This is an optimization exercise on Yosys and OpenROAD, whose aim is small area, a short achievable clock period and few clock cycles per item, not a production implementation. Function was not checked in any run shown here: the RTL went through the layout flow alone. No activity file was given, so power comes from the tool's default toggle rates.

## flow/config.mk

```make
export PLATFORM = sky130hd
export DESIGN_NAME = bubbleSort
export DESIGN_NICKNAME = bubbleSort
export VERILOG_FILES = /design/flow/design.v
export SDC_FILE = /design/flow/constraint.sdc
export NUM_CORES = 8
export LEC_CHECK = 0
export ABC_AREA = 1
export CAP_MARGIN = 50
export CORE_MARGIN = 2
export CORE_UTILIZATION = 40
export SLEW_MARGIN = 50
```

## flow/constraint.sdc

```tcl
create_clock -name core_clock -period 15.0 [get_ports {i_clk}]
set_input_delay 3.0000 -clock core_clock [delete_from_list [all_inputs] [get_ports {i_clk}]]
set_output_delay 3.0000 -clock core_clock [all_outputs]
set_load 0.01 [all_outputs]
```

## flow/design.v

```verilog
module bubbleSort #(
    parameter SIZE_DATA = 16,
    parameter NUM_VALS  = 8
)(
    input  logic                         i_clk,
    input  logic                         i_rst_n,
    input  logic                         i_start,
    input  logic [NUM_VALS-1:0][SIZE_DATA-1:0]    i_data,
    output logic [NUM_VALS-1:0][SIZE_DATA-1:0]    o_data,
    output logic                         o_done
);
    logic [1:0] valid;
    always_ff @(posedge i_clk or negedge i_rst_n) begin
        if (!i_rst_n)
            valid <= '0;
        else
            valid <= {valid[0], i_start};
    end
    assign o_done = valid[1];
    logic [3:0] pa0, pa1, pa2, pa3, pb0, pb1, pb2, pb3;
    bs_rank4 ra (.k0(i_data[0]), .k1(i_data[1]), .k2(i_data[2]), .k3(i_data[3]),
                 .sn0(pa0), .sn1(pa1), .sn2(pa2), .sn3(pa3));
    bs_rank4 rb (.k0(i_data[4]), .k1(i_data[5]), .k2(i_data[6]), .k3(i_data[7]),
                 .sn0(pb0), .sn1(pb1), .sn2(pb2), .sn3(pb3));
    logic [SIZE_DATA-1:0] r0_0;
    logic [SIZE_DATA-1:0] r0_1;
    logic [SIZE_DATA-1:0] r0_2;
    logic [SIZE_DATA-1:0] r0_3;
    logic [SIZE_DATA-1:0] r0_4;
    logic [SIZE_DATA-1:0] r0_5;
    logic [SIZE_DATA-1:0] r0_6;
    logic [SIZE_DATA-1:0] r0_7;
    logic [3:0] r0_pa0, r0_pa1, r0_pa2, r0_pa3, r0_pb0, r0_pb1, r0_pb2, r0_pb3;
    always_ff @(posedge i_clk) begin
        r0_0 <= i_data[0];
        r0_1 <= i_data[1];
        r0_2 <= i_data[2];
        r0_3 <= i_data[3];
        r0_4 <= i_data[4];
        r0_5 <= i_data[5];
        r0_6 <= i_data[6];
        r0_7 <= i_data[7];
        r0_pa0 <= pa0;
        r0_pa1 <= pa1;
        r0_pa2 <= pa2;
        r0_pa3 <= pa3;
        r0_pb0 <= pb0;
        r0_pb1 <= pb1;
        r0_pb2 <= pb2;
        r0_pb3 <= pb3;
    end
    logic [SIZE_DATA-1:0] q0, q1, q2, q3, q4, q5, q6, q7;
    bs_pick4 sa (.k0(r0_0), .k1(r0_1), .k2(r0_2), .k3(r0_3),
                 .sn0(r0_pa0), .sn1(r0_pa1), .sn2(r0_pa2), .sn3(r0_pa3),
                 .o0(q0), .o1(q1), .o2(q2), .o3(q3));
    bs_pick4 sb (.k0(r0_4), .k1(r0_5), .k2(r0_6), .k3(r0_7),
                 .sn0(r0_pb0), .sn1(r0_pb1), .sn2(r0_pb2), .sn3(r0_pb3),
                 .o0(q4), .o1(q5), .o2(q6), .o3(q7));
    logic [SIZE_DATA-1:0] m0, m1, m2, m3, m4, m5, m6, m7;
    bs_merge8 mg (.a0(q0), .a1(q1), .a2(q2), .a3(q3),
                  .b0(q4), .b1(q5), .b2(q6), .b3(q7),
                  .o0(m0), .o1(m1), .o2(m2), .o3(m3), .o4(m4), .o5(m5), .o6(m6), .o7(m7));
    always_ff @(posedge i_clk) begin
        o_data[0] <= m0;
        o_data[1] <= m1;
        o_data[2] <= m2;
        o_data[3] <= m3;
        o_data[4] <= m4;
        o_data[5] <= m5;
        o_data[6] <= m6;
        o_data[7] <= m7;
    end
endmodule
module bs_cmp_0_s (
    input  logic [15:0] a,
    input  logic [15:0] b,
    output logic        s
);
    logic [15:0] g0, p0;
    for (genvar i = 0; i < 16; i++) begin : lf
        bs_nand2 ug (.A(a[i]), .B(b[i]), .Y(g0[i]));
        if (i > 0) begin : pp
            bs_nor2 up (.A(a[i]), .B(b[i]), .Y(p0[i]));
        end else begin : np
            assign p0[i] = 1'b0;
        end
    end
    logic [7:0] g1, p1;
    for (genvar i = 0; i < 8; i++) begin : t1
        bs_o21ai ug (.A1(p0[2*i+1]), .A2(g0[2*i]), .B1(g0[2*i+1]), .Y(g1[i]));
        if (i > 0) begin : pp
            bs_nor2 up (.A(p0[2*i+1]), .B(p0[2*i]), .Y(p1[i]));
        end else begin : np
            assign p1[i] = 1'b0;
        end
    end
    logic [3:0] g2, p2;
    for (genvar i = 0; i < 4; i++) begin : t2
        bs_a21oi ug (.A1(p1[2*i+1]), .A2(g1[2*i]), .B1(g1[2*i+1]), .Y(g2[i]));
        if (i > 0) begin : pp
            bs_nand2 up (.A(p1[2*i+1]), .B(p1[2*i]), .Y(p2[i]));
        end else begin : np
            assign p2[i] = 1'b0;
        end
    end
    logic [1:0] g3, p3;
    for (genvar i = 0; i < 2; i++) begin : t3
        bs_o21ai ug (.A1(p2[2*i+1]), .A2(g2[2*i]), .B1(g2[2*i+1]), .Y(g3[i]));
        if (i > 0) begin : pp
            bs_nor2 up (.A(p2[2*i+1]), .B(p2[2*i]), .Y(p3[i]));
        end else begin : np
            assign p3[i] = 1'b0;
        end
    end
    bs_a21o urp (.A1(p3[1]), .A2(g3[0]), .B1(g3[1]), .X(s));
endmodule
module bs_cmp_0_both (
    input  logic [15:0] a,
    input  logic [15:0] b,
    output logic        s,
    output logic        sn
);
    logic [15:0] g0, p0;
    for (genvar i = 0; i < 16; i++) begin : lf
        bs_nand2 ug (.A(a[i]), .B(b[i]), .Y(g0[i]));
        if (i > 0) begin : pp
            bs_nor2 up (.A(a[i]), .B(b[i]), .Y(p0[i]));
        end else begin : np
            assign p0[i] = 1'b0;
        end
    end
    logic [7:0] g1, p1;
    for (genvar i = 0; i < 8; i++) begin : t1
        bs_o21ai ug (.A1(p0[2*i+1]), .A2(g0[2*i]), .B1(g0[2*i+1]), .Y(g1[i]));
        if (i > 0) begin : pp
            bs_nor2 up (.A(p0[2*i+1]), .B(p0[2*i]), .Y(p1[i]));
        end else begin : np
            assign p1[i] = 1'b0;
        end
    end
    logic [3:0] g2, p2;
    for (genvar i = 0; i < 4; i++) begin : t2
        bs_a21oi ug (.A1(p1[2*i+1]), .A2(g1[2*i]), .B1(g1[2*i+1]), .Y(g2[i]));
        if (i > 0) begin : pp
            bs_nand2 up (.A(p1[2*i+1]), .B(p1[2*i]), .Y(p2[i]));
        end else begin : np
            assign p2[i] = 1'b0;
        end
    end
    logic [1:0] g3, p3;
    for (genvar i = 0; i < 2; i++) begin : t3
        bs_o21ai ug (.A1(p2[2*i+1]), .A2(g2[2*i]), .B1(g2[2*i+1]), .Y(g3[i]));
        if (i > 0) begin : pp
            bs_nor2 up (.A(p2[2*i+1]), .B(p2[2*i]), .Y(p3[i]));
        end else begin : np
            assign p3[i] = 1'b0;
        end
    end
    bs_a21o urp (.A1(p3[1]), .A2(g3[0]), .B1(g3[1]), .X(s));
    bs_a21oi urn (.A1(p3[1]), .A2(g3[0]), .B1(g3[1]), .Y(sn));
endmodule
module bs_cmp_1_s (
    input  logic [15:0] a,
    input  logic [15:0] b,
    output logic        s
);
    logic [15:0] g0, p0;
    for (genvar i = 0; i < 16; i++) begin : lf
        bs_nor2 ug (.A(a[i]), .B(b[i]), .Y(g0[i]));
        if (i > 0) begin : pp
            bs_nand2 up (.A(a[i]), .B(b[i]), .Y(p0[i]));
        end else begin : np
            assign p0[i] = 1'b0;
        end
    end
    logic [7:0] g1, p1;
    for (genvar i = 0; i < 8; i++) begin : t1
        bs_a21oi ug (.A1(p0[2*i+1]), .A2(g0[2*i]), .B1(g0[2*i+1]), .Y(g1[i]));
        if (i > 0) begin : pp
            bs_nand2 up (.A(p0[2*i+1]), .B(p0[2*i]), .Y(p1[i]));
        end else begin : np
            assign p1[i] = 1'b0;
        end
    end
    logic [3:0] g2, p2;
    for (genvar i = 0; i < 4; i++) begin : t2
        bs_o21ai ug (.A1(p1[2*i+1]), .A2(g1[2*i]), .B1(g1[2*i+1]), .Y(g2[i]));
        if (i > 0) begin : pp
            bs_nor2 up (.A(p1[2*i+1]), .B(p1[2*i]), .Y(p2[i]));
        end else begin : np
            assign p2[i] = 1'b0;
        end
    end
    logic [1:0] g3, p3;
    for (genvar i = 0; i < 2; i++) begin : t3
        bs_a21oi ug (.A1(p2[2*i+1]), .A2(g2[2*i]), .B1(g2[2*i+1]), .Y(g3[i]));
        if (i > 0) begin : pp
            bs_nand2 up (.A(p2[2*i+1]), .B(p2[2*i]), .Y(p3[i]));
        end else begin : np
            assign p3[i] = 1'b0;
        end
    end
    bs_o21ai urp (.A1(p3[1]), .A2(g3[0]), .B1(g3[1]), .Y(s));
endmodule
module bs_cmp_1_both (
    input  logic [15:0] a,
    input  logic [15:0] b,
    output logic        s,
    output logic        sn
);
    logic [15:0] g0, p0;
    for (genvar i = 0; i < 16; i++) begin : lf
        bs_nor2 ug (.A(a[i]), .B(b[i]), .Y(g0[i]));
        if (i > 0) begin : pp
            bs_nand2 up (.A(a[i]), .B(b[i]), .Y(p0[i]));
        end else begin : np
            assign p0[i] = 1'b0;
        end
    end
    logic [7:0] g1, p1;
    for (genvar i = 0; i < 8; i++) begin : t1
        bs_a21oi ug (.A1(p0[2*i+1]), .A2(g0[2*i]), .B1(g0[2*i+1]), .Y(g1[i]));
        if (i > 0) begin : pp
            bs_nand2 up (.A(p0[2*i+1]), .B(p0[2*i]), .Y(p1[i]));
        end else begin : np
            assign p1[i] = 1'b0;
        end
    end
    logic [3:0] g2, p2;
    for (genvar i = 0; i < 4; i++) begin : t2
        bs_o21ai ug (.A1(p1[2*i+1]), .A2(g1[2*i]), .B1(g1[2*i+1]), .Y(g2[i]));
        if (i > 0) begin : pp
            bs_nor2 up (.A(p1[2*i+1]), .B(p1[2*i]), .Y(p2[i]));
        end else begin : np
            assign p2[i] = 1'b0;
        end
    end
    logic [1:0] g3, p3;
    for (genvar i = 0; i < 2; i++) begin : t3
        bs_a21oi ug (.A1(p2[2*i+1]), .A2(g2[2*i]), .B1(g2[2*i+1]), .Y(g3[i]));
        if (i > 0) begin : pp
            bs_nand2 up (.A(p2[2*i+1]), .B(p2[2*i]), .Y(p3[i]));
        end else begin : np
            assign p3[i] = 1'b0;
        end
    end
    bs_o21ai urp (.A1(p3[1]), .A2(g3[0]), .B1(g3[1]), .Y(s));
    bs_o21a urn (.A1(p3[1]), .A2(g3[0]), .B1(g3[1]), .X(sn));
endmodule
module bs_invrow (
    input  logic [15:0] a,
    output logic [15:0] y
);
    for (genvar i = 0; i < 16; i++) begin : bit_
        bs_inv u (.A(a[i]), .Y(y[i]));
    end
endmodule
module bs_mux2i (
    input  logic [15:0] x0,
    input  logic [15:0] x1,
    input  logic        s,
    input  logic        sn,
    output logic [15:0] y
);
    for (genvar i = 0; i < 16; i++) begin : bit_
        bs_o22ai u (.A1(x0[i]), .A2(s), .B1(x1[i]), .B2(sn), .Y(y[i]));
    end
endmodule
module bs_mux2 (
    input  logic [15:0] x0,
    input  logic [15:0] x1,
    input  logic        s,
    input  logic        sn,
    output logic [15:0] y
);
    for (genvar i = 0; i < 16; i++) begin : bit_
        bs_a22o u (.A1(x1[i]), .A2(s), .B1(x0[i]), .B2(sn), .X(y[i]));
    end
endmodule
module bs_oh4 (
    input  logic [15:0] x0,
    input  logic [15:0] x1,
    input  logic [15:0] x2,
    input  logic [15:0] x3,
    input  logic [3:0]  sn,
    output logic [15:0] y
);
    for (genvar i = 0; i < 16; i++) begin : bit_
        logic [1:0] h;
        bs_o22ai u0 (.A1(x0[i]), .A2(sn[0]), .B1(x1[i]), .B2(sn[1]), .Y(h[0]));
        bs_o22ai u1 (.A1(x2[i]), .A2(sn[2]), .B1(x3[i]), .B2(sn[3]), .Y(h[1]));
        bs_nor2 uy (.A(h[0]), .B(h[1]), .Y(y[i]));
    end
endmodule
module bs_oh6 (
    input  logic [15:0] x0,
    input  logic [15:0] x1,
    input  logic [15:0] x2,
    input  logic [15:0] x3,
    input  logic [15:0] x4,
    input  logic [15:0] x5,
    input  logic [5:0]  sn,
    output logic [15:0] y
);
    for (genvar i = 0; i < 16; i++) begin : bit_
        logic [2:0] h;
        bs_o22ai u0 (.A1(x0[i]), .A2(sn[0]), .B1(x1[i]), .B2(sn[1]), .Y(h[0]));
        bs_o22ai u1 (.A1(x2[i]), .A2(sn[2]), .B1(x3[i]), .B2(sn[3]), .Y(h[1]));
        bs_o22ai u2 (.A1(x4[i]), .A2(sn[4]), .B1(x5[i]), .B2(sn[5]), .Y(h[2]));
        bs_nor3 uy (.A(h[0]), .B(h[1]), .C(h[2]), .Y(y[i]));
    end
endmodule
module bs_oh8 (
    input  logic [15:0] x0,
    input  logic [15:0] x1,
    input  logic [15:0] x2,
    input  logic [15:0] x3,
    input  logic [15:0] x4,
    input  logic [15:0] x5,
    input  logic [15:0] x6,
    input  logic [15:0] x7,
    input  logic [7:0]  sn,
    output logic [15:0] y
);
    for (genvar i = 0; i < 16; i++) begin : bit_
        logic [3:0] h;
        bs_o22ai u0 (.A1(x0[i]), .A2(sn[0]), .B1(x1[i]), .B2(sn[1]), .Y(h[0]));
        bs_o22ai u1 (.A1(x2[i]), .A2(sn[2]), .B1(x3[i]), .B2(sn[3]), .Y(h[1]));
        bs_o22ai u2 (.A1(x4[i]), .A2(sn[4]), .B1(x5[i]), .B2(sn[5]), .Y(h[2]));
        bs_o22ai u3 (.A1(x6[i]), .A2(sn[6]), .B1(x7[i]), .B2(sn[7]), .Y(h[3]));
        bs_nor4 uy (.A(h[0]), .B(h[1]), .C(h[2]), .D(h[3]), .Y(y[i]));
    end
endmodule
module bs_rank4 (
    input  logic [15:0] k0,
    input  logic [15:0] k1,
    input  logic [15:0] k2,
    input  logic [15:0] k3,
    output logic [3:0]  sn0,
    output logic [3:0]  sn1,
    output logic [3:0]  sn2,
    output logic [3:0]  sn3
);
    logic [15:0] n1, n2, n3;
    bs_invrow i1 (.a(k1), .y(n1));
    bs_invrow i2 (.a(k2), .y(n2));
    bs_invrow i3 (.a(k3), .y(n3));
    logic c01, c02, c03, c12, c13, c23;
    bs_cmp_0_s u01 (.a(k0), .b(n1), .s(c01));
    bs_cmp_0_s u02 (.a(k0), .b(n2), .s(c02));
    bs_cmp_0_s u03 (.a(k0), .b(n3), .s(c03));
    bs_cmp_0_s u12 (.a(k1), .b(n2), .s(c12));
    bs_cmp_0_s u13 (.a(k1), .b(n3), .s(c13));
    bs_cmp_0_s u23 (.a(k2), .b(n3), .s(c23));
    logic [2:0] b0, b1, b2, b3;
    assign b0 = {c03, c02, c01};
    assign b1 = {c13, c12, !c01};
    assign b2 = {c23, !c12, !c02};
    assign b3 = {!c23, !c13, !c03};
    assign sn0[0] = b0[0] | b0[1] | b0[2];
    assign sn1[0] = ~((b0[0] & !b0[1] & !b0[2]) | (!b0[0] & b0[1] & !b0[2]) | (!b0[0] & !b0[1] & b0[2]));
    assign sn2[0] = ~((b0[0] & b0[1] & !b0[2]) | (b0[0] & !b0[1] & b0[2]) | (!b0[0] & b0[1] & b0[2]));
    assign sn3[0] = ~(b0[0] & b0[1] & b0[2]);
    assign sn0[1] = b1[0] | b1[1] | b1[2];
    assign sn1[1] = ~((b1[0] & !b1[1] & !b1[2]) | (!b1[0] & b1[1] & !b1[2]) | (!b1[0] & !b1[1] & b1[2]));
    assign sn2[1] = ~((b1[0] & b1[1] & !b1[2]) | (b1[0] & !b1[1] & b1[2]) | (!b1[0] & b1[1] & b1[2]));
    assign sn3[1] = ~(b1[0] & b1[1] & b1[2]);
    assign sn0[2] = b2[0] | b2[1] | b2[2];
    assign sn1[2] = ~((b2[0] & !b2[1] & !b2[2]) | (!b2[0] & b2[1] & !b2[2]) | (!b2[0] & !b2[1] & b2[2]));
    assign sn2[2] = ~((b2[0] & b2[1] & !b2[2]) | (b2[0] & !b2[1] & b2[2]) | (!b2[0] & b2[1] & b2[2]));
    assign sn3[2] = ~(b2[0] & b2[1] & b2[2]);
    assign sn0[3] = b3[0] | b3[1] | b3[2];
    assign sn1[3] = ~((b3[0] & !b3[1] & !b3[2]) | (!b3[0] & b3[1] & !b3[2]) | (!b3[0] & !b3[1] & b3[2]));
    assign sn2[3] = ~((b3[0] & b3[1] & !b3[2]) | (b3[0] & !b3[1] & b3[2]) | (!b3[0] & b3[1] & b3[2]));
    assign sn3[3] = ~(b3[0] & b3[1] & b3[2]);
endmodule
module bs_pick4 (
    input  logic [15:0] k0,
    input  logic [15:0] k1,
    input  logic [15:0] k2,
    input  logic [15:0] k3,
    input  logic [3:0]  sn0,
    input  logic [3:0]  sn1,
    input  logic [3:0]  sn2,
    input  logic [3:0]  sn3,
    output logic [15:0] o0,
    output logic [15:0] o1,
    output logic [15:0] o2,
    output logic [15:0] o3
);
    bs_oh4 m0 (.x0(k0), .x1(k1), .x2(k2), .x3(k3), .sn(sn0), .y(o0));
    bs_oh4 m1 (.x0(k0), .x1(k1), .x2(k2), .x3(k3), .sn(sn1), .y(o1));
    bs_oh4 m2 (.x0(k0), .x1(k1), .x2(k2), .x3(k3), .sn(sn2), .y(o2));
    bs_oh4 m3 (.x0(k0), .x1(k1), .x2(k2), .x3(k3), .sn(sn3), .y(o3));
endmodule
module bs_merge8 (
    input  logic [15:0] a0,
    input  logic [15:0] a1,
    input  logic [15:0] a2,
    input  logic [15:0] a3,
    input  logic [15:0] b0,
    input  logic [15:0] b1,
    input  logic [15:0] b2,
    input  logic [15:0] b3,
    output logic [15:0] o0,
    output logic [15:0] o1,
    output logic [15:0] o2,
    output logic [15:0] o3,
    output logic [15:0] o4,
    output logic [15:0] o5,
    output logic [15:0] o6,
    output logic [15:0] o7
);
    logic [15:0] nb0, nb1, nb2, nb3;
    bs_invrow ib0 (.a(b0), .y(nb0));
    bs_invrow ib1 (.a(b1), .y(nb1));
    bs_invrow ib2 (.a(b2), .y(nb2));
    bs_invrow ib3 (.a(b3), .y(nb3));
    logic [3:0] c0, c1, c2, c3;    
    bs_cmp_0_s u00 (.a(a0), .b(nb0), .s(c0[0]));
    bs_cmp_0_s u01 (.a(a0), .b(nb1), .s(c0[1]));
    bs_cmp_0_s u02 (.a(a0), .b(nb2), .s(c0[2]));
    bs_cmp_0_s u03 (.a(a0), .b(nb3), .s(c0[3]));
    bs_cmp_0_s u10 (.a(a1), .b(nb0), .s(c1[0]));
    bs_cmp_0_s u11 (.a(a1), .b(nb1), .s(c1[1]));
    bs_cmp_0_s u12 (.a(a1), .b(nb2), .s(c1[2]));
    bs_cmp_0_s u13 (.a(a1), .b(nb3), .s(c1[3]));
    bs_cmp_0_s u20 (.a(a2), .b(nb0), .s(c2[0]));
    bs_cmp_0_s u21 (.a(a2), .b(nb1), .s(c2[1]));
    bs_cmp_0_s u22 (.a(a2), .b(nb2), .s(c2[2]));
    bs_cmp_0_s u23 (.a(a2), .b(nb3), .s(c2[3]));
    bs_cmp_0_s u30 (.a(a3), .b(nb0), .s(c3[0]));
    bs_cmp_0_s u31 (.a(a3), .b(nb1), .s(c3[1]));
    bs_cmp_0_s u32 (.a(a3), .b(nb2), .s(c3[2]));
    bs_cmp_0_s u33 (.a(a3), .b(nb3), .s(c3[3]));
    bs_mux2 m0 (.x0(a0), .x1(b0), .s(c0[0]), .sn(!c0[0]), .y(o0));
    bs_mux2 m7 (.x0(b3), .x1(a3), .s(c3[3]), .sn(!c3[3]), .y(o7));
    logic [3:0] sn1;
    assign sn1 = ~{c0[1], (!c0[0] && c1[0]), !c1[0], (c0[0] && !c0[1])};
    bs_oh4 m1 (.x0(a0), .x1(a1), .x2(b0), .x3(b1), .sn(sn1), .y(o1));
    logic [5:0] sn2;
    assign sn2 = ~{c0[2], (!c0[1] && c1[1]), (!c1[0] && c2[0]), !c2[0], (c1[0] && !c1[1]), (c0[1] && !c0[2])};
    bs_oh6 m2 (.x0(a0), .x1(a1), .x2(a2), .x3(b0), .x4(b1), .x5(b2), .sn(sn2), .y(o2));
    logic [7:0] sn3;
    assign sn3 = ~{c0[3], (!c0[2] && c1[2]), (!c1[1] && c2[1]), (!c2[0] && c3[0]), !c3[0], (c2[0] && !c2[1]), (c1[1] && !c1[2]), (c0[2] && !c0[3])};
    bs_oh8 m3 (.x0(a0), .x1(a1), .x2(a2), .x3(a3), .x4(b0), .x5(b1), .x6(b2), .x7(b3), .sn(sn3), .y(o3));
    logic [7:0] sn4;
    assign sn4 = ~{(!c0[3] && c1[3]), (!c1[2] && c2[2]), (!c2[1] && c3[1]), !c3[0], (c3[0] && !c3[1]), (c2[1] && !c2[2]), (c1[2] && !c1[3]), c0[3]};
    bs_oh8 m4 (.x0(a0), .x1(a1), .x2(a2), .x3(a3), .x4(b0), .x5(b1), .x6(b2), .x7(b3), .sn(sn4), .y(o4));
    logic [5:0] sn5;
    assign sn5 = ~{(!c1[3] && c2[3]), (!c2[2] && c3[2]), !c3[1], (c3[1] && !c3[2]), (c2[2] && !c2[3]), c1[3]};
    bs_oh6 m5 (.x0(a1), .x1(a2), .x2(a3), .x3(b1), .x4(b2), .x5(b3), .sn(sn5), .y(o5));
    logic [3:0] sn6;
    assign sn6 = ~{(!c2[3] && c3[3]), !c3[2], (c3[2] && !c3[3]), c2[3]};
    bs_oh4 m6 (.x0(a2), .x1(a3), .x2(b2), .x3(b3), .sn(sn6), .y(o6));
endmodule
module bs_inv (
    input  logic A,
    output logic Y
);
    assign Y = ~A;
endmodule
module bs_nand2 (
    input  logic A,
    input  logic B,
    output logic Y
);
    assign Y = ~(A & B);
endmodule
module bs_nor2 (
    input  logic A,
    input  logic B,
    output logic Y
);
    assign Y = ~(A | B);
endmodule
module bs_nor3 (
    input  logic A,
    input  logic B,
    input  logic C,
    output logic Y
);
    assign Y = ~(A | B | C);
endmodule
module bs_nor4 (
    input  logic A,
    input  logic B,
    input  logic C,
    input  logic D,
    output logic Y
);
    assign Y = ~(A | B | C | D);
endmodule
module bs_a21oi (
    input  logic A1,
    input  logic A2,
    input  logic B1,
    output logic Y
);
    assign Y = ~((A1 & A2) | B1);
endmodule
module bs_o21ai (
    input  logic A1,
    input  logic A2,
    input  logic B1,
    output logic Y
);
    assign Y = ~((A1 | A2) & B1);
endmodule
module bs_a21o (
    input  logic A1,
    input  logic A2,
    input  logic B1,
    output logic X
);
    assign X = (A1 & A2) | B1;
endmodule
module bs_o21a (
    input  logic A1,
    input  logic A2,
    input  logic B1,
    output logic X
);
    assign X = (A1 | A2) & B1;
endmodule
module bs_o22ai (
    input  logic A1,
    input  logic A2,
    input  logic B1,
    input  logic B2,
    output logic Y
);
    assign Y = ~((A1 | A2) & (B1 | B2));
endmodule
module bs_a22o (
    input  logic A1,
    input  logic A2,
    input  logic B1,
    input  logic B2,
    output logic X
);
    assign X = (A1 & A2) | (B1 & B2);
endmodule
```

## flow/flow/run.sh

```bash
#!/bin/bash
# Layout flow: the standard ORFS flow (standard.sh) with these changes:
#  - synthesis: if flow/cells_map.v exists, the design's gate-level leaf
#    modules (bs_*) are mapped onto the sky130hd cells of the same function
#    before the rest of synth_recipe.tcl runs; the remaining logic is mapped
#    with flow/abc.script instead of ORFS's abc_area.script. The register
#    mapping is unchanged.
#  - the make variables in flow/make_vars.txt (one VAR=value per line) are
#    added to the make command line, e.g. a larger SETUP_SLACK_MARGIN so
#    repair_timing sizes and buffers the critical paths.
# Each tool's log stays in orfs/logs/; the make output goes to standard_custom.log.
set -euo pipefail
HERE=$(pwd)
cp "$FLOW_HOME/scripts/synth.tcl" synth_abc.tcl
sed -i "s|^source \$::env(SCRIPTS_DIR)/synth_preamble.tcl|&\nset abc_args [lreplace \$abc_args 1 1 $HERE/flow/abc.script]|" synth_abc.tcl
if [[ -f flow/cells_map.v ]]; then
  sed -i "0,/^hierarchy -check -top \$::env(DESIGN_NAME)/s||&\ntechmap -map $HERE/flow/cells_map.v|" synth_abc.tcl
fi
sed "s|\$::env(SCRIPTS_DIR)/synth.tcl|$HERE/synth_abc.tcl|" synth_recipe.tcl > synth_recipe_abc.tcl
EXTRA=""
while IFS= read -r line; do
  [[ -z "$line" || "$line" == \#* ]] && continue
  EXTRA="$EXTRA '$line'"
done < flow/make_vars.txt
sed -e "s|SYNTH_SCRIPT=[^ ]*|SYNTH_SCRIPT=$HERE/synth_recipe_abc.tcl|" \
    -e "s|\"\${@:-finish}\"|$EXTRA &|" standard.sh > standard_custom.sh
bash standard_custom.sh "$@" > standard_custom.log 2>&1
```

## flow/flow/abc.script

```
strash
dch
map -B 0.9
topo
stime -c
buffer -c
upsize -c
dnsize -c
```

## flow/flow/cells_map.v

```verilog
// Maps the design's gate-level leaf modules (bs_*) onto the sky130hd cells
// of the same function, drive strength 1.

module bs_inv (A, Y);
    input A;
    output Y;
    sky130_fd_sc_hd__inv_1 _TECHMAP_REPLACE_ (.A(A), .Y(Y));
endmodule

module bs_nand2 (A, B, Y);
    input A, B;
    output Y;
    sky130_fd_sc_hd__nand2_1 _TECHMAP_REPLACE_ (.A(A), .B(B), .Y(Y));
endmodule

module bs_nor2 (A, B, Y);
    input A, B;
    output Y;
    sky130_fd_sc_hd__nor2_1 _TECHMAP_REPLACE_ (.A(A), .B(B), .Y(Y));
endmodule

module bs_nand2b (A_N, B, Y);
    input A_N, B;
    output Y;
    sky130_fd_sc_hd__nand2b_1 _TECHMAP_REPLACE_ (.A_N(A_N), .B(B), .Y(Y));
endmodule

module bs_nor2b (A, B_N, Y);
    input A, B_N;
    output Y;
    sky130_fd_sc_hd__nor2b_1 _TECHMAP_REPLACE_ (.A(A), .B_N(B_N), .Y(Y));
endmodule

module bs_a21oi (A1, A2, B1, Y);
    input A1, A2, B1;
    output Y;
    sky130_fd_sc_hd__a21oi_1 _TECHMAP_REPLACE_ (.A1(A1), .A2(A2), .B1(B1), .Y(Y));
endmodule

module bs_o21ai (A1, A2, B1, Y);
    input A1, A2, B1;
    output Y;
    sky130_fd_sc_hd__o21ai_1 _TECHMAP_REPLACE_ (.A1(A1), .A2(A2), .B1(B1), .Y(Y));
endmodule

module bs_a21o (A1, A2, B1, X);
    input A1, A2, B1;
    output X;
    sky130_fd_sc_hd__a21o_1 _TECHMAP_REPLACE_ (.A1(A1), .A2(A2), .B1(B1), .X(X));
endmodule

module bs_o21a (A1, A2, B1, X);
    input A1, A2, B1;
    output X;
    sky130_fd_sc_hd__o21a_1 _TECHMAP_REPLACE_ (.A1(A1), .A2(A2), .B1(B1), .X(X));
endmodule

module bs_o22ai (A1, A2, B1, B2, Y);
    input A1, A2, B1, B2;
    output Y;
    sky130_fd_sc_hd__o22ai_1 _TECHMAP_REPLACE_ (.A1(A1), .A2(A2), .B1(B1), .B2(B2), .Y(Y));
endmodule

module bs_a22o (A1, A2, B1, B2, X);
    input A1, A2, B1, B2;
    output X;
    sky130_fd_sc_hd__a22o_1 _TECHMAP_REPLACE_ (.A1(A1), .A2(A2), .B1(B1), .B2(B2), .X(X));
endmodule

module bs_o2bb2ai (A1_N, A2_N, B1, B2, Y);
    input A1_N, A2_N, B1, B2;
    output Y;
    sky130_fd_sc_hd__o2bb2ai_1 _TECHMAP_REPLACE_ (.A1_N(A1_N), .A2_N(A2_N), .B1(B1), .B2(B2), .Y(Y));
endmodule
module bs_or2 (A, B, X);
    input A, B;
    output X;
    sky130_fd_sc_hd__or2_1 _TECHMAP_REPLACE_ (.A(A), .B(B), .X(X));
endmodule

module bs_a222oi (A1, A2, B1, B2, C1, C2, Y);
    input A1, A2, B1, B2, C1, C2;
    output Y;
    sky130_fd_sc_hd__a222oi_1 _TECHMAP_REPLACE_ (.A1(A1), .A2(A2), .B1(B1), .B2(B2), .C1(C1), .C2(C2), .Y(Y));
endmodule

module bs_nor3 (A, B, C, Y);
    input A, B, C;
    output Y;
    sky130_fd_sc_hd__nor3_1 _TECHMAP_REPLACE_ (.A(A), .B(B), .C(C), .Y(Y));
endmodule

module bs_nor4 (A, B, C, D, Y);
    input A, B, C, D;
    output Y;
    sky130_fd_sc_hd__nor4_1 _TECHMAP_REPLACE_ (.A(A), .B(B), .C(C), .D(D), .Y(Y));
endmodule
```

## flow/flow/make_vars.txt

```
SETUP_SLACK_MARGIN=10.8
BUFFER_PORTS_ARGS=-buffer_cell sky130_fd_sc_hd__buf_1
CTS_ARGS=-sink_clustering_enable -repair_clock_nets -dont_use_dummy_load -buf_list {sky130_fd_sc_hd__clkbuf_8} -sink_clustering_size 20 -sink_clustering_max_diameter 60
```

## flow/standard.sh

```bash
#!/bin/bash
# synth_recipe.tcl (not shown) runs the flow's synth.tcl, then flattens the netlist and writes it again
# the make line also repeats each setting of config.mk as NAME=value (left out here)
make -C /OpenROAD-flow-scripts/flow DESIGN_CONFIG=/design/flow/config.mk WORK_HOME=/design/flow/orfs CLKGATE_MAP_FILE= SYNTH_SCRIPT=/design/flow/synth_recipe.tcl "${@:-finish}"
```

==> results of run 1 <==
worst reg2reg max path, stage by stage, from the launching register on:
cell	delay (ps)
dfxtp_2	640
o22ai_1	160
nor2_1	570
inv_1	320
nor2_1	200
o21ai_1	90
a21oi_1	270
o21ai_1	220
a21o_1	240
inv_2	410
nand2_2	480
o22ai_1	390
nor4_1	90
routing by layer:
layer / GRT usage / vias to the layer above / part of all wire
li1: - / 11200 / -
met4: 0.160 / 0 / 0.049
met3: 0.0981 / 308 / 0.13
met1: 0.523 / 11400 / 0.40
met2: 0.565 / 1899 / 0.41
met5: 0 / - / 0
cell usage after synthesis:
library cell and instances:
o21ai_0 2, nand3_1 17, a22o_1 32, nand3b_1 2
o22ai_1 544, nor3_1 32, nand2_1 601, o21ai_1 280
dfxtp_1 288, nor2_1 806, inv_1 183, dfrtp_1 2
inv_2 2, a21o_1 28, or2_2 2, a21oi_1 112
nor4_1 32
power groups by stage:
stage	clock [mW]	combinational (mW)	sequential [mW]
finish	0.433	2.51	1.18
CTS	0.441	2.35	1.17
floorplan	0	1.32	1.18
global placement	0	2.30	1.18
global route	0.468	2.62	1.20
detailed placement	0	2.34	1.18
layout make-up:
cell class | instances | area (µm²)
inverter | 185 | 698
tap | 600 | 751
multi-input combinational | 2490 | 11800
fill | 4869 | 24100
antenna | 3 | 7.51
sequential | 290 | 5870
clock buffer | 29 | 399
timing repair buffer | 326 | 1510
path summary, 6_finish.rpt:
kind / cells past startpoint / from / to
hold / removal: 0 / valid[0] / valid[1]
setup reg to reg: 12 / r0_pb2[2] / o_data[61]
setup / recovery: 12 / r0_pb2[2] / o_data[61]
min in group asynchronous: 1 / i_rst_n / valid[0]
max in group asynchronous: 1 / i_rst_n / valid[1]
hold reg to reg: 0 / valid[0] / valid[1]
cell families after synthesis:
logic type,synth area share
simple gates,0.317
compound gates,0.324
flops,0.321
buf+inv,0.0383
what timing repair did:
action / in CTS / in global routing
endpoints found under the setup margin: 45 / 75
gates cloned: 0 / 0
gates resized for setup: 33 / 29
hold endpoints to repair: 0 / 0
pin swaps: 0 / 0
==> impl_metrics.yaml, run 1 <==
run_status:
  status: "finished clean"
cells_and_area:
  final_common_cell: "nor2_1"
  regMostFlops: "o_data"
  fin_area_mm2: 0.0210
  drive_gt1_frac: 0.0705
  fin_cells: 3923
  largest_reg_flops: 128
  final_core_util: 0.466
  nNetsFinal: 3453
  syn2layout_area_growth_pct: 16.0
  final_cell_mix: "nor2_1, nand2_1, o22ai_1"
timing:
  finalHoldViolations: 0
  fin_skew_ps: 107
  setup_viol: 0
  tns_ps: 0
  fmax_ghz: 0.234
  slew_headroom: 0.495
  post-route-min-period_ps: 4280
  report.final.slew_viol_count: 0
  worst_pin_slew_ps: 756
  fin_ws_ps: 10720
  period_share: 0.285
  grt_setup_unrepaired: "no"
  whs_ps: 350
yosys:
  synth.top_cell.area_share: 0.318
  netlist_area_mm2: 0.0181
  synth_nets: 3096
  synth_area_leaders: "dfxtp_1, o22ai_1, nor2_1"
  netlist_instances: 2965
  ys_seq_area_frac: 0.321
  synth.largest_area_cell: "dfxtp_1"
  ys_ff_latch: 290
  yosys_warnings: 1
  synth_area_per_cell_um2: 6.11
  ys_types: 17
grt:
  overflow: 0
  grt_pass1_wl_mm: 136
  antenna_found_initial: 3
  grt_pass1_vias: 21600
  grt_max_degree: 35
  grt_use_total: 0.381
clock_tree:
  numCtsBuffers: 29
  cts_hold_buf: 0
  cts_max_level: 1
  clkTransAtPathRegs_ps: 110
  clock-root-buffer: "clkbuf_8"
  cts_tree: "done"
  cts_sinks: 290
  cts_max_path_buffers: 3
  clk_latency_ps: 680
  cts_setup_buffers: 0
routing:
  drt-total-wl_mm: 93.9
  vias_per_cell: 6.31
  drc: 0
  vias: 24800
  drt-initial-drc-count: 4169
  route.antenna.remaining_nets: 0
  wl_per_cell_um: 23.9
  dr.pass1.iters: 7
pwr:
  fin_total_pwr_mw: 4.12
  seq_power_share: 0.287
  p_int_mw: 1.90
  p_leak_nw: 8.89
  p_sw_mw: 2.23
  p_comb_frac: 0.608
  peakVddDrop_v: 0.000117
  power-per-cell-area_mw_per_mm2: 196
  swShare: 0.540
  clkPwrFrac: 0.105
critical_path:
  critical_path.max_stage_delay_ps: 640
  critical_path_class: "reg -> reg"
  r2r_setup_slack_ps: 10720
  cpLargestDelayFamily: "compound AO/OA/AOI/OAI gates"
  required_ps: 15480
  cp.arrival_ps: 4760
  start_kind: "flip-flop"
  path_max_fanout: 18
  cp.buffers_inverters: 2
  end_kind: "flip-flop"
  worst_path_max_delay_cell: "dfxtp_2"
  timing.critical_path.cells: "o22ai_1 > nor2_1 > inv_1 > nor2_1 > o21ai_1 > a21oi_1 > o21ai_1 > a21o_1 > inv_2 > nand2_2 > o22ai_1 > nor4_1"
placed_design:
  place_congestion: 1.02
  placedCellCount: 3891
  dp_slack_ps: 10270
  dp_hpwl_mm: 70.0
  place_area_mm2: 0.0205
  io_buffers: 259
die:
  io_pins: 260
  die_h_um: 217
  die_w_um: 217
  start_util: 0.402
  core_mm2: 0.0451
  rows: 78
  die_area_mm2: 0.0470
min_path:
  min_path_type: "reg -> reg"
job:
  drv_cap: 0
==> run 2, diff against run 1 <==
==> flow/flow/make_vars.txt (replaced) <==
SETUP_SLACK_MARGIN=10.6
BUFFER_PORTS_ARGS=-buffer_cell sky130_fd_sc_hd__buf_1
CTS_ARGS=-sink_clustering_enable -repair_clock_nets -dont_use_dummy_load -buf_list {sky130_fd_sc_hd__clkbuf_8} -sink_clustering_size 20 -sink_clustering_max_diameter 60
==> impl_metrics.yaml, run 2 <==
clock_tree:
  clk_latency_ps: 690
  cts_sinks: 290
  numCtsBuffers: 29
  cts_max_level: 1
  clock-root-buffer: "clkbuf_8"
  clkTransAtPathRegs_ps: 110
  cts_tree: "done"
  cts_max_path_buffers: 3
  cts_setup_buffers: 0
cells_and_area:
  final_common_cell: "nor2_1"
  regMostFlops: "o_data"
  final-seq-area_mm2: 0.00585
  nFillCells: 4871
  drive_gt1_frac: 0.0548
  largest_reg_flops: 128
  syn2layout_area_growth_pct: 15.4
  nNetsFinal: 3453
  multi_input_area_mm2: 0.0118
  final_cell_mix: "nor2_1, nand2_1, o22ai_1"
critical_path:
  worstRegToRegCells: 12
  cp.buffers_inverters: 2
  path_max_fanout: 18
  r2r_setup_slack_ps: 10700
  timing.critical_path.cells: "o22ai_1 > nor2_1 > inv_1 > nor2_1 > o21ai_1 > a21oi_1 > o21ai_1 > a21o_1 > inv_2 > nand2_2 > o22ai_1 > nor4_1"
  end_kind: "flip-flop"
  start_kind: "flip-flop"
  critPathLaunch: "r0_pb2[2]"
  cp.arrival_ps: 4780
  cpLargestDelayFamily: "compound AO/OA/AOI/OAI gates"
  worst_path_max_delay_cell: "dfxtp_2"
  reg2reg_from: "r0_pb2[2]"
  critical_path_class: "reg -> reg"
  required_ps: 15480
  endpoint: "o_data[61]"
  worstSetupPathDepth: 12
  critical_path.max_stage_delay_ps: 640
  r2r-end: "o_data[61]"
routing:
  drt-initial-drc-count: 4249
  drc: 0
  wl_per_cell_um: 23.9
  route.antenna.remaining_nets: 0
  vias: 24700
  vias_per_cell: 6.29
  dr.pass1.iters: 10
  drt-total-wl_mm: 94.0
timing:
  post-route-min-period_ps: 4300
  whs_ps: 350
  finalHoldViolations: 0
  fmax_ghz: 0.232
  period_share: 0.287
  tns_ps: 0
  worst_pin_slew_ps: 780
  report.final.slew_viol_count: 0
  fin_skew_ps: 113
  slew_headroom: 0.479
  grt_setup_unrepaired: "no"
  setup_viol: 0
yosys:
  netlist_instances: 2965
  synth_nets: 3096
  synthFlopType: "dfxtp_1"
  synth_edf_count: 0
  synthTopCellsByCount: "nor2_1, nand2_1, o22ai_1"
  synth_area_leaders: "dfxtp_1, o22ai_1, nor2_1"
  yosys_warnings: 1
  synthArstFlopShare: 0.00690
  ys_ff_latch: 290
  netlist_area_mm2: 0.0181
  synth.top_cell.area_share: 0.318
  ys_seq_area_frac: 0.321
  synth.largest_area_cell: "dfxtp_1"
  synth_area_per_cell_um2: 6.11
  synth_most_common_cell: "nor2_1"
  ys_types: 17
pwr:
  p_leak_nw: 8.82
  peakVddDrop_v: 0.000116
  power-per-cell-area_mw_per_mm2: 196
die:
  die_h_um: 217
  die_area_mm2: 0.0470
  core_mm2: 0.0451
  start_util: 0.402
  die_w_um: 217
  rows: 78
  io_pins: 260
grt:
  grt_use_total: 0.381
  antenna_found_initial: 4
  use_met3: 0.0988
  grt_use_met2: 0.566
  grt_pass1_vias: 21600
  grt_pass1_wl_mm: 136
  use_met1: 0.523
  grt-busiest-layer: "met2"
  overflow: 0
  grt_max_degree: 35
placed_design:
  dp_hpwl_mm: 70.0
  place_congestion: 1.02
  io_buffers: 259
min_path:
  min_path_type: "reg -> reg"
job:
  drv_cap: 0
run_status:
  status: "finished clean"
run 2: cell counts after synthesis:
No cell type changed its count.
run 2: cell families after synthesis:
family	count (synthesis)	share of synthesized area
and+or+nand+nor	1492	0.317
AOI/OAI and AO/OA	998	0.324
DFF	290	0.321
buffers and inverters	185	0.0383
run 2: worst min path at each step:
stage / cells after the start / endpoint / start
2_1_floorplan: 0 / valid[1] / valid[0]
3_3_place_gp: 0 / valid[1] / valid[0]
3_5_place_dp: 0 / valid[1] / valid[0]
4_1_cts: 0 / valid[1] / valid[0]
5_1_grt: 0 / valid[1] / valid[0]
6_report: 0 / valid[1] / valid[0]
run 2: what timing repair did:
item	CTS	global route
endpoints found under the setup margin	16	55
gates cloned	0	0
pin swaps	0	0
gates resized for setup	1	8
hold buffers	0	0
run 2: metal layers:
metal,wire (µm),up-vias
met2,38800,1859
met5,0,-
li1,-,11200
met1,37500,11300
met4,4710,0
met3,13000,311
run 2: cell type report:
cell class                      count  area share
Multi-Input combinational cell   2490       0.562
Timing Repair Buffer              326      0.0705
Clock buffer                       29      0.0191
Tap cell                          600      0.0359
Sequential cell                   290       0.279
Antenna cell                        3    0.000359
Inverter                          185      0.0332
run 2: stage by stage:
stage                     cell area, µm²   util  instances  power [mW]  worst slack [ps]
after floorplan                    18100      -       2965        2.50             10960
after global placement             20400  0.451       3891        3.48             10270
after detailed placement           20500  0.454       3891        3.52             10270
after CTS                          20900  0.463       3920        3.96             10710
after global routing               20900  0.464       3921        4.27             10680
final                              20900  0.464       3923        4.10             10700
run 2: report_power, final:
group	internal, mW	leakage (nW)	switching [mW]	total (mW)
clock network	0.170	0.209	0.263	0.433
logic	0.729	6.17	1.76	2.49
registers	0.983	2.44	0.199	1.18

[re-timing with driven ports]
The results above use ideal ports. As a check the final layouts listed here were re-extracted and re-timed, cells and wires unchanged.
Step 1 (the two cells are an assumption about what drives the block):
set clk [get_ports {i_clk}]
set_driving_cell -lib_cell sky130_fd_sc_hd__clkbuf_16 $clk
set_driving_cell -lib_cell sky130_fd_sc_hd__buf_2 [delete_from_list [all_inputs] $clk]
Step 2, shift: input delay + t, output delay - t, t = (earliest + latest rising clock arrival at the registers) / 2. This alone moves slack from input paths to output paths.
Three values: ideal, step 1, step 2; two values: the first two.
run | t, ns | setup WS [ns] | worst data-port slew with drivers (ns)
run 1 | 0.681 | 10.719 / 10.719 / 10.279 | 0.06
run 2 | 0.685 | 10.699 / 10.694 / 10.238 | 0.06
After both steps every run listed still meets setup and hold. For run 2, which loses most, drivers alone change the setup slack by -0.005 ns; drivers and shift together by -0.461 ns.
